Background: an optimization exercise with open tools, aiming at small area. Do not read the settings as production practice. Function was checked by simulation only, so behaviour that the tests miss may differ from the original.

## flow/design.v (module list and top-level ports; edited modules follow where they fit)
// module FIR_filter: 1550 lines
module FIR_filter(data_in,data_out,reset,CLK,music);
  // ...
==> flow/flow/run.sh <==
#!/bin/bash
# Standard ORFS synthesis, then a netlist pass that re-chooses the polarity
# of the full-adder cells (a full adder is self-dual) to drop the inverters
# Yosys' extract_fa leaves between adders, then the standard layout.
set -euo pipefail
W=$(pwd)
R=$W/orfs/results/$FLOW_PLATFORM/FIR_filter/base
bash standard.sh synth > $W/synth.log 2>&1
cp $R/1_2_yosys.v $W/1_2_yosys.std.v
python3 $W/flow/polar.py $W/1_2_yosys.std.v $W/1_2_yosys.pol.v > $W/polar.log 2>&1
cp $W/1_2_yosys.pol.v $R/1_2_yosys.v
rm -f $R/1_synth.odb $R/1_synth.sdc
export BUFFER_PORTS_ARGS="-buffer_cell sky130_fd_sc_hd__buf_1"
export CTS_ARGS="-sink_clustering_enable -repair_clock_nets -dont_use_dummy_load -buf_list sky130_fd_sc_hd__clkbuf_8 -sink_clustering_size 20 -sink_clustering_max_diameter 70"
bash standard.sh finish > $W/layout.log 2>&1
==> flow/flow/polar.py <==
#!/usr/bin/env python3
"""Re-choose the polarity of full-adder cells in a flat Yosys netlist.

A full adder is self-dual: FA(~a,~b,~c) = (~sum, ~cout).  Yosys' extract_fa
picks each adder's polarity locally, which leaves many inverters between
adders.  This script flips adders (inverting all three inputs and both
outputs) to minimise the number of inverters needed, then rewrites the
netlist with one shared inverter per signal that needs its complement.
The logic function of every net that is used by a non-adder cell, a
register or a port is unchanged.

usage: polar.py in.v out.v
"""
import re, sys, random, os

INV_TYPES = ('sky130_fd_sc_hd__inv_', 'sky130_fd_sc_hd__clkinv_')
FA_TYPE = 'sky130_fd_sc_hd__fa_'
OUT_PINS = {'X', 'Y', 'Q', 'Q_N', 'SUM', 'COUT', 'HI', 'LO'}

src = open(sys.argv[1]).read()
cell_re = re.compile(r'^(\s*)(sky130_fd_sc_hd__\w+)\s+(\\\S+\s|\S+)\s*\((.*?)\);\n', re.S | re.M)
pin_re = re.compile(r'\.(\w+)\(\s*(\\\S+\s|[^()\s]+)\s*\)')


def norm(n):
    return n.strip()


cells = []   # dict(type,name,pins{pin:net}, span)
for m in cell_re.finditer(src):
    pins = {p: norm(n) for p, n in pin_re.findall(m.group(4))}
    cells.append(dict(type=m.group(2), name=m.group(3).strip(), pins=pins, span=m.span(), indent=m.group(1)))

# ports
ports = set()
mod = re.search(r'module\s+\w+\s*\((.*?)\);', src, re.S)
decl = {}
for kind, rng, names in re.findall(r'^\s*(input|output)\s*(\[[^\]]*\])?\s*([^;]+);', src, re.M):
    for nm in names.split(','):
        nm = nm.strip()
        if rng:
            hi, lo = [int(x) for x in rng[1:-1].split(':')]
            for i in range(min(hi, lo), max(hi, lo) + 1):
                ports.add('%s[%d]' % (nm, i))
        ports.add(nm)

driver = {}
for c in cells:
    for p, n in c['pins'].items():
        if p in OUT_PINS:
            driver[n] = c

is_inv = lambda c: c['type'].startswith(INV_TYPES)
is_fa = lambda c: c['type'].startswith(FA_TYPE)


def root(n):
    par = 0
    seen = 0
    while n in driver and is_inv(driver[n]) and n not in ports:
        n = driver[n]['pins']['A']
        par ^= 1
        seen += 1
        if seen > 50: raise Exception('loop')
    return n, par


# inverters whose output is a port stay as they are (treated as ordinary cells)
removable = [c for c in cells if is_inv(c) and c['pins']['Y'] not in ports]
keep_cells = [c for c in cells if not (is_inv(c) and c['pins']['Y'] not in ports)]

fas = [c for c in keep_cells if is_fa(c)]
fa_idx = {id(c): i for i, c in enumerate(fas)}
# fixed FAs: drive a port directly
fixed = set()
for i, c in enumerate(fas):
    if c['pins']['SUM'] in ports or c['pins']['COUT'] in ports:
        fixed.add(i)

# consumers: (root, parity_needed_relative_to_root_value, fa_index or None, cell, pin)
uses = {}   # root -> list of (fa or -1, parity)
consumers = []
for c in keep_cells:
    for p, n in c['pins'].items():
        if p in OUT_PINS: continue
        if p == 'CLK' or p == 'RESET_B' or p == 'SET_B':
            r, par = root(n)
            consumers.append((c, p, r, par, -1))
            uses.setdefault(r, []).append((-1, par))
            continue
        r, par = root(n)
        f = fa_idx.get(id(c), -1)
        consumers.append((c, p, r, par, f))
        uses.setdefault(r, []).append((f, par))

drv_fa = {}
for i, c in enumerate(fas):
    drv_fa[c['pins']['SUM']] = i
    drv_fa[c['pins']['COUT']] = i

flip = [0] * len(fas)


def root_cost(r):
    d = drv_fa.get(r, -1)
    av = flip[d] if d >= 0 else 0
    for f, par in uses.get(r, []):
        need = par ^ (flip[f] if f >= 0 else 0)
        if need != av:
            return 1
    return 0


fa_roots = []
for i, c in enumerate(fas):
    rs = set()
    rs.add(c['pins']['SUM']); rs.add(c['pins']['COUT'])
    for p in ('A', 'B', 'CIN'):
        rs.add(root(c['pins'][p])[0])
    fa_roots.append(rs)


def total():
    return sum(root_cost(r) for r in uses)


before_inv = len(removable)
best = total()
import math
rng = random.Random(12345)
cur = best
best_flip = flip[:]
free = [i for i in range(len(fas)) if i not in fixed]
NIT = int(os.environ.get('POLAR_ITERS', '400000'))
T0 = 1.0
for it in range(NIT):
    T = T0 * (1 - it / NIT) + 0.01
    i = free[rng.randrange(len(free))]
    rs = fa_roots[i]
    c0 = sum(root_cost(r) for r in rs)
    flip[i] ^= 1
    c1 = sum(root_cost(r) for r in rs)
    d = c1 - c0
    if d <= 0 or rng.random() < math.exp(-d / T):
        cur += d
        if cur < best:
            best = cur
            best_flip = flip[:]
    else:
        flip[i] ^= 1
flip[:] = best_flip
# final greedy polish
improved = True
while improved:
    improved = False
    for i in free:
        rs = fa_roots[i]
        c0 = sum(root_cost(r) for r in rs)
        flip[i] ^= 1
        c1 = sum(root_cost(r) for r in rs)
        if c1 < c0: improved = True
        else: flip[i] ^= 1
after = total()

# rewrite
inv_net = {}
new_cells = []
ninv = 0


def inv_of(r):
    global ninv
    if r not in inv_net:
        ninv += 1
        nm = 'pol_n%d' % ninv
        inv_net[r] = nm
        new_cells.append('  sky130_fd_sc_hd__inv_1 pol_i%d (\n    .A(%s),\n    .Y(%s)\n  );\n' % (ninv, esc(r), nm))
    return inv_net[r]


def esc(n):
    return n + ' ' if n.startswith('\\') else n


newpins = {}
for (c, p, r, par, f) in consumers:
    d = drv_fa.get(r, -1)
    av = flip[d] if d >= 0 else 0
    need = par ^ (flip[f] if f >= 0 else 0)
    newpins[(id(c), p)] = r if need == av else inv_of(r)

out = []
pos = 0
for c in cells:
    s, e = c['span']
    out.append(src[pos:s])
    pos = e
    if is_inv(c) and c['pins']['Y'] not in ports:
        continue
    pins = []
    for p, n in c['pins'].items():
        if (id(c), p) in newpins:
            n = newpins[(id(c), p)]
        pins.append('    .%s(%s)' % (p, esc(n)))
    out.append('%s%s %s (\n%s\n  );\n' % (c['indent'], c['type'], esc(c['name']), ',\n'.join(pins)))
tail = src[pos:]
i = tail.rfind('endmodule')
decls = ''.join('  wire %s;\n' % nm for nm in inv_net.values())
out.append(tail[:i] + decls + ''.join(new_cells) + tail[i:])
open(sys.argv[2], 'w').write(''.join(out))
print('fa %d fixed %d; inverters %d -> %d (model %d -> %d)' % (len(fas), len(fixed), before_inv, ninv, best, after))
==> flow/standard.sh <==
#!/bin/bash
# synth_recipe.tcl (not shown) runs the flow's synth.tcl, then flattens the netlist and writes it again
# the make line also repeats each setting of config.mk as NAME=value (left out here)
make -C /OpenROAD-flow-scripts/flow DESIGN_CONFIG=/design/flow/config.mk WORK_HOME=/design/flow/orfs CLKGATE_MAP_FILE= SYNTH_SCRIPT=/design/flow/synth_recipe.tcl "${@:-finish}"
==> flow/config.mk <==
export PLATFORM = sky130hd
export DESIGN_NAME = FIR_filter
export DESIGN_NICKNAME = FIR_filter
export VERILOG_FILES = /design/flow/design.v
export SDC_FILE = /design/flow/constraint.sdc
export NUM_CORES = 4
export LEC_CHECK = 0
export CAP_MARGIN = 20
export CORE_MARGIN = 2
export CORE_UTILIZATION = 65
export CTS_BUF_LIST = sky130_fd_sc_hd__clkbuf_8
export CTS_CLUSTER_DIAMETER = 50
export CTS_CLUSTER_SIZE = 18
export SLEW_MARGIN = 20
==> flow/constraint.sdc <==
create_clock -name core_clock -period 8.0 [get_ports {CLK}]
set_input_delay 1.6000 -clock core_clock [delete_from_list [all_inputs] [get_ports {CLK}]]
set_output_delay 1.6000 -clock core_clock [all_outputs]
set_load 0.01 [all_outputs]
==> out/metrics.cfg, run 1 <==
[sta]
setup_violations = 0
worst_pin_slew_ns = 0.985
worst_slack_ns = 0.212
skew_ns = 0.0853

[cells_and_area]
num_antenna_cells = 0
nClkBuffers = 27
num-fill-cells = 2379
clk_share = 0.0156
top_area_cell_class = multi-input combinational cells
nNonClkBuffers = 67

[run_status]
outcome = finished clean

[placement]
dp_hpwl_um = 38500

[worst_hold_path]
hp-class = reg -> reg
worstHoldEndpoint = r12[5]$_DFF_PN0_
min_path_cells = 0
hp-start = r11[5]$_DFF_PN0_

[setup_path]
endpoint = cs[26]$_DFF_PN0_
startpoint = r8[0]$_DFF_PN0_
r2r_setup_slack_ns = 0.21
path_delay_family = adder cells

[grt]
grt_usage = 0.272
use_met2 = 0.446
first_global_vias = 12014

[floorplan]
fp.dieArea_um2 = 36400
core_um2 = 34500

[clock_tree]
cts_resized = 0
cts_tree = yes

==> run 2, diff against run 1 <==
--- a/flow/design.v
+++ b/flow/design.v
@@ -1460,54 +1460,54 @@
 wire s1393 = s653 ^ c1392;
 wire c1394 = s653 & c1392;
 wire s1395 = s679 ^ c1394;
 wire c1396 = s679 & c1394;
 wire s1397 = s713 ^ c1396;
 wire c1398 = s713 & c1396;
 wire s1399 = s753 ^ c1398;
 wire c1400 = s753 & c1398;
-wire s1401 = c754 ^ s793 ^ c1400;
-wire c1402 = (c754 & s793) | (c754 & c1400) | (s793 & c1400);
-reg [47:0] cs;
+reg [48:0] cs;
 always @(posedge CLK or negedge reset)
-  if (!reset) cs <= 48'd0;
-  else cs <= {c1380,c1378,s1379,s1375,c1372,s1371,s1363,c1356,s1355,s1343,c1330,s1329,c1312,s1311,c1288,s1287,s1259,c1230,c1196,s1229,c1194,s1195,c1116,s1157,c1114,s1115,s1067,c1020,s1019,c972,s971,s923,c878,s877,c1402,s833,c794,s1401,s1399,s1397,s1395,s1393,s1391,s1389,s1387,s1385,s1383,s1381};
-wire s1405 = cs[11] ^ cs[12] ^ cs[13];
-wire c1406 = (cs[11] & cs[12]) | (cs[11] & cs[13]) | (cs[12] & cs[13]);
-wire s1407 = cs[23] ^ cs[24] ^ cs[25];
-wire c1408 = (cs[23] & cs[24]) | (cs[23] & cs[25]) | (cs[24] & cs[25]);
-wire s1409 = cs[27] ^ cs[28] ^ cs[29];
-wire c1410 = (cs[27] & cs[28]) | (cs[27] & cs[29]) | (cs[28] & cs[29]);
-wire s1411 = cs[30] ^ cs[31] ^ c1410;
-wire c1412 = (cs[30] & cs[31]) | (cs[30] & c1410) | (cs[31] & c1410);
-wire s1413 = cs[14] ^ c1406;
-wire c1414 = cs[14] & c1406;
-wire s1415 = cs[15] ^ cs[16] ^ c1414;
-wire c1416 = (cs[15] & cs[16]) | (cs[15] & c1414) | (cs[16] & c1414);
-wire s1417 = cs[17] ^ c1416;
-wire c1418 = cs[17] & c1416;
-wire s1419 = cs[18] ^ cs[19] ^ c1418;
-wire c1420 = (cs[18] & cs[19]) | (cs[18] & c1418) | (cs[19] & c1418);
-wire s1421 = cs[20] ^ cs[21] ^ c1420;
-wire c1422 = (cs[20] & cs[21]) | (cs[20] & c1420) | (cs[21] & c1420);
-wire s1423 = cs[22] ^ c1422;
-wire c1424 = cs[22] & c1422;
+  if (!reset) cs <= 49'd0;
+  else cs <= {c1380,c1378,s1379,s1375,c1372,s1371,s1363,c1356,s1355,s1343,c1330,s1329,c1312,s1311,c1288,s1287,s1259,c1230,c1196,s1229,c1194,s1195,c1116,s1157,c1114,s1115,s1067,c1020,s1019,c972,s971,s923,c878,s877,s833,c794,c1400,s793,c754,s1399,s1397,s1395,s1393,s1391,s1389,s1387,s1385,s1383,s1381};
+wire s1403 = cs[10] ^ cs[11] ^ cs[12];
+wire c1404 = (cs[10] & cs[11]) | (cs[10] & cs[12]) | (cs[11] & cs[12]);
+wire s1405 = cs[13] ^ cs[14] ^ c1404;
+wire c1406 = (cs[13] & cs[14]) | (cs[13] & c1404) | (cs[14] & c1404);
+wire s1407 = cs[24] ^ cs[25] ^ cs[26];
+wire c1408 = (cs[24] & cs[25]) | (cs[24] & cs[26]) | (cs[25] & cs[26]);
+wire s1409 = cs[28] ^ cs[29] ^ cs[30];
+wire c1410 = (cs[28] & cs[29]) | (cs[28] & cs[30]) | (cs[29] & cs[30]);
+wire s1411 = cs[31] ^ cs[32] ^ c1410;
+wire c1412 = (cs[31] & cs[32]) | (cs[31] & c1410) | (cs[32] & c1410);
+wire s1413 = cs[15] ^ c1406;
+wire c1414 = cs[15] & c1406;
+wire s1415 = cs[16] ^ cs[17] ^ c1414;
+wire c1416 = (cs[16] & cs[17]) | (cs[16] & c1414) | (cs[17] & c1414);
+wire s1417 = cs[18] ^ c1416;
+wire c1418 = cs[18] & c1416;
+wire s1419 = cs[19] ^ cs[20] ^ c1418;
+wire c1420 = (cs[19] & cs[20]) | (cs[19] & c1418) | (cs[20] & c1418);
+wire s1421 = cs[21] ^ cs[22] ^ c1420;
+wire c1422 = (cs[21] & cs[22]) | (cs[21] & c1420) | (cs[22] & c1420);
+wire s1423 = cs[23] ^ c1422;
+wire c1424 = cs[23] & c1422;
 wire s1425 = s1407 ^ c1424;
 wire c1426 = s1407 & c1424;
-wire s1427 = cs[26] ^ c1408 ^ c1426;
-wire c1428 = (cs[26] & c1408) | (cs[26] & c1426) | (c1408 & c1426);
-wire s1429 = cs[32] ^ c1412;
-wire c1430 = cs[32] & c1412;
-wire s1431 = cs[33] ^ cs[34] ^ c1430;
-wire c1432 = (cs[33] & cs[34]) | (cs[33] & c1430) | (cs[34] & c1430);
-wire s1433 = cs[35] ^ cs[36] ^ c1432;
-wire c1434 = (cs[35] & cs[36]) | (cs[35] & c1432) | (cs[36] & c1432);
-wire s1435 = cs[37] ^ cs[38] ^ c1434;
-wire c1436 = (cs[37] & cs[38]) | (cs[37] & c1434) | (cs[38] & c1434);
+wire s1427 = cs[27] ^ c1408 ^ c1426;
+wire c1428 = (cs[27] & c1408) | (cs[27] & c1426) | (c1408 & c1426);
+wire s1429 = cs[33] ^ c1412;
+wire c1430 = cs[33] & c1412;
+wire s1431 = cs[34] ^ cs[35] ^ c1430;
+wire c1432 = (cs[34] & cs[35]) | (cs[34] & c1430) | (cs[35] & c1430);
+wire s1433 = cs[36] ^ cs[37] ^ c1432;
+wire c1434 = (cs[36] & cs[37]) | (cs[36] & c1432) | (cs[37] & c1432);
+wire s1435 = cs[38] ^ cs[39] ^ c1434;
+wire c1436 = (cs[38] & cs[39]) | (cs[38] & c1434) | (cs[39] & c1434);
 wire y1437 = s1409 ^ c1428;
 wire t1438 = c1428 & s1409;
 wire y1439 = s1411 ^ t1438;
 wire p1440 = s1409 & s1411;
 wire t1441 = c1428 & p1440;
 wire y1442 = s1429 ^ t1441;
 wire p1443 = p1440 & s1429;
 wire t1444 = c1428 & p1443;
@@ -1515,36 +1515,36 @@
 wire p1446 = p1443 & s1431;
 wire t1447 = c1428 & p1446;
 wire y1448 = s1433 ^ t1447;
 wire p1449 = p1446 & s1433;
 wire t1450 = c1428 & p1449;
 wire y1451 = s1435 ^ t1450;
 wire p1452 = p1449 & s1435;
 wire k1453 = c1436 | (c1428 & p1452);
-wire s1454 = cs[40] ^ cs[41];
-wire c1455 = cs[40] & cs[41];
-wire s1456 = cs[42] ^ c1455;
-wire c1457 = cs[42] & c1455;
-wire s1458 = cs[43] ^ cs[44] ^ c1457;
-wire c1459 = (cs[43] & cs[44]) | (cs[43] & c1457) | (cs[44] & c1457);
-wire s1460 = cs[45] ^ c1459;
-wire c1461 = cs[45] & c1459;
-wire s1462 = cs[46] ^ cs[47] ^ c1461;
-wire c1463 = (cs[46] & cs[47]) | (cs[46] & c1461) | (cs[47] & c1461);
-wire y1464 = cs[39] ^ k1453;
-wire t1465 = k1453 & cs[39];
+wire s1454 = cs[41] ^ cs[42];
+wire c1455 = cs[41] & cs[42];
+wire s1456 = cs[43] ^ c1455;
+wire c1457 = cs[43] & c1455;
+wire s1458 = cs[44] ^ cs[45] ^ c1457;
+wire c1459 = (cs[44] & cs[45]) | (cs[44] & c1457) | (cs[45] & c1457);
+wire s1460 = cs[46] ^ c1459;
+wire c1461 = cs[46] & c1459;
+wire s1462 = cs[47] ^ cs[48] ^ c1461;
+wire c1463 = (cs[47] & cs[48]) | (cs[47] & c1461) | (cs[48] & c1461);
+wire y1464 = cs[40] ^ k1453;
+wire t1465 = k1453 & cs[40];
 wire y1466 = s1454 ^ t1465;
-wire p1467 = cs[39] & s1454;
+wire p1467 = cs[40] & s1454;
 wire t1468 = k1453 & p1467;
 wire y1469 = s1456 ^ t1468;
 wire p1470 = p1467 & s1456;
 wire t1471 = k1453 & p1470;
 wire y1472 = s1458 ^ t1471;
 wire p1473 = p1470 & s1458;
 wire t1474 = k1453 & p1473;
 wire y1475 = s1460 ^ t1474;
 wire p1476 = p1473 & s1460;
 wire t1477 = k1453 & p1476;
 wire y1478 = s1462 ^ t1477;
 wire p1479 = p1476 & s1462;
-assign data_out = {y1478,y1475,y1472,y1469,y1466,y1464,y1451,y1448,y1445,y1442,y1439,y1437,s1427,s1425,s1423,s1421,s1419,s1417,s1415,s1413,s1405,cs[10],cs[9],cs[8],cs[7],cs[6],cs[5],cs[4],cs[3],cs[2],cs[1],cs[0]};
+assign data_out = {y1478,y1475,y1472,y1469,y1466,y1464,y1451,y1448,y1445,y1442,y1439,y1437,s1427,s1425,s1423,s1421,s1419,s1417,s1415,s1413,s1405,s1403,cs[9],cs[8],cs[7],cs[6],cs[5],cs[4],cs[3],cs[2],cs[1],cs[0]};
 endmodule
==> out/metrics.cfg, run 2 <==
[run_status]
outcome = finished clean  ; unchanged

[run]
max_cap_violations = 0  ; unchanged

[cells_and_area]
regMostFlops = cs  ; unchanged
finalNetCount = 1985  ; was 2003
final_common_cell = fa_1  ; unchanged
area_growth_pct = 4.21  ; was 4.64%
num_antenna_cells = 0  ; unchanged
largest_reg_flops = 49  ; was 48
drive_gt1_frac = 0.0306  ; was 0.0400
num-fill-cells = 2329  ; was 2379
fin_area_um2 = 23600  ; was 23800 µm²
layout_common_cells = fa_1 (593), dfrtp_1 (353), inv_1 (185), ha_1 (62), buf_1 (48)  ; was fa_1 (590), dfrtp_1 (352), inv_1 (187), ha_1 (65), buf_1 (48)

[grt]
grt_usage = 0.268  ; was 0.272
grt_pass1_wl_um = 68000  ; was 69200 µm
first_global_vias = 11727  ; was 12014
grt_antenna_before_repair = 0  ; unchanged
grt-ovfl-total = 0  ; unchanged
grt_max_degree = 179  ; was 178

[clock_tree]
numCtsBuffers = 25  ; was 27
clk_path_buf_depth = 3  ; unchanged
clock_latency_ns = 0.61  ; was 0.65 ns
cts-root-buf = clkbuf_8  ; unchanged
post_cts.repair.setup_buffers = 0  ; unchanged
ctsHoldBuffers = 0  ; unchanged
htreeDepth = 1  ; unchanged
cts_tree = yes  ; unchanged
clock_sinks = 353  ; was 352
path_clk_slew_ns = 0.11  ; about the same

[route]
vias = 9455  ; was 9546
ant_nets = 0  ; unchanged
wl_per_cell_um = 24.8  ; was 24.7 µm
drt_wl_total_um = 43700  ; was 43900 µm
firstDrtPassIters = 5  ; was 4
viasPerCell = 5.36  ; about the same
drt_iter0_drc = 534  ; was 547
drc = 0  ; unchanged

[floorplan]
core_um2 = 34500  ; unchanged
die_h_um = 191  ; about the same
initial_core_util = 0.659  ; about the same
num_rows = 68  ; unchanged
io_pins = 51  ; unchanged
fp.dieW_um = 191  ; about the same
fp.dieArea_um2 = 36400  ; about the same

[setup_path]
cp_max_fo = 3  ; unchanged
crit_type = reg -> reg  ; unchanged
required_ns = 8.44  ; was 8.47 ns
critPathLaunchType = flip-flop  ; unchanged
cp-end-kind = flip-flop  ; unchanged
arrival_ns = 8.17  ; was 8.26 ns

[sta]
max_slew_margin = 0.333  ; was 0.344
skew_ns = 0.0486  ; was 0.0853 ns
setup-tns-final_ns = 0  ; unchanged
fmax_ghz = 0.129  ; was 0.128 GHz
layout_min_cycle_time_ns = 7.72  ; was 7.79 ns
hold_violations = 0  ; unchanged
drv_slew = 0  ; unchanged
worst_pin_slew_ns = 1.00  ; was 0.985 ns
setup_violations = 0  ; unchanged
timing.final.crit_share = 0.965  ; was 0.974
rsz0062_at_grt = no  ; unchanged

[synth]
yosys_warnings = 1  ; unchanged
syn_nets = 1932  ; was 1939
syn_area_um2 = 22700  ; about the same
syn_avg_cell_area_um2 = 18.1  ; was 18.0 µm²
synth_cells = 1257  ; was 1263

[placement]
postPlaceCellArea_um2 = 23300  ; was 23400 µm²
dp_hpwl_um = 38200  ; was 38500 µm
portBuffers = 49  ; unchanged
gp_congestion = 0.882  ; was 0.900

[worst_hold_path]
hp-class = reg -> reg  ; unchanged

run 2: per-layer routing:
metal	wire length (µm)	global-route usage	vias to the layer above
li1	-	-	3768
met1	18000	0.390	5493
met2	23200	0.451	150
met3	1650	0.0335	44
met4	767	0.0531	0
met5	0	0	-
run 2: critical path, cell delays in order, from the launching register on:
cell     delay, ns
dfrtp_1       0.41
ha_1          0.22
fa_1          0.53
fa_1          0.46
fa_1          0.47
fa_1          0.47
fa_1          0.63
fa_1          0.49
fa_1          0.48
fa_1          0.55
fa_1          0.47
fa_1          0.45
fa_1          0.50
fa_1          0.46
fa_1          0.56
fa_1          0.41
run 2: final timing paths:
path / from / to / slack [ns] / cells past startpoint
max in group asynchronous: reset / r0[9]$_DFF_PN0_ / 5.91 / 2
worst min register to register: r0[14]$_DFF_PN0_ / r1[14]$_DFF_PN0_ / 0.35 / 0
min in group asynchronous: reset / r3[7]$_DFF_PN0_ / 0.88 / 1
worst max register to register: r9[8]$_DFF_PN0_ / cs[23]$_DFF_PN0_ / 0.28 / 15
worst min-delay path: r0[14]$_DFF_PN0_ / r1[14]$_DFF_PN0_ / 0.35 / 0
worst max-delay path: r9[8]$_DFF_PN0_ / cs[23]$_DFF_PN0_ / 0.28 / 15
run 2: per-stage QoR:
stage / hold slack [ns] / instances / setup WS, ns / utilization
6_report: 0.352 / 1763 / 0.277 / 0.686
5_1_grt: 0.363 / 1763 / 0.00430 / 0.686
3_5_place_dp: 0.335 / 1738 / 0.246 / 0.676
2_1_floorplan: 0.331 / 1257 / 0.638 / -
3_3_place_gp: 0.332 / 1738 / 0.302 / 0.676
4_1_cts: 0.359 / 1763 / 0.180 / 0.686
run 2: final cells by class:
class / count / area, µm² / share of cell area
Multi-Input combinational cell: 687 / 12900 / 0.547
Sequential cell: 353 / 8830 / 0.374
Inverter: 185 / 694 / 0.0294
Tap cell: 455 / 569 / 0.0241
Clock buffer: 25 / 344 / 0.0146
Timing Repair Buffer: 58 / 280 / 0.0119
run 2: timing repair:
action	4_1_cts	5_1_grt
endpoints found under the setup margin	0	1
endpoints found under the hold margin	0	0
resized for setup	0	1

port drivers added, routing unchanged:
In the flow no input, the clock included, has a driving cell. The finished layouts below were timed again as built, in two steps.
Step 1 sets driving cells, clkbuf_16 on the clock port and buf_2 on the other inputs (assumed; they add their load-dependent delay and slew).
Step 2 adds t to the input delays and takes it off the output delays; t is the mean of the earliest and latest rising clock arrival at the registers after step 1. Input paths then give back, and output paths get back, about the clock's delay inside the block.
Slacks: ideal ports / drivers / drivers and shift; pairs: ideal ports / drivers.
run | shift t [ns] | setup WS [ns] | hold WS [ns] | worst setup path at the end
run 1 | 0.653 | 0.212 / 0.212 / 0.212 | 0.338 / 0.338 / 0.338 | register to register
run 2 | 0.635 | 0.277 / 0.277 / 0.277 | 0.352 / 0.352 / 0.352 | register to register
After both steps setup and hold are still met in every run listed.
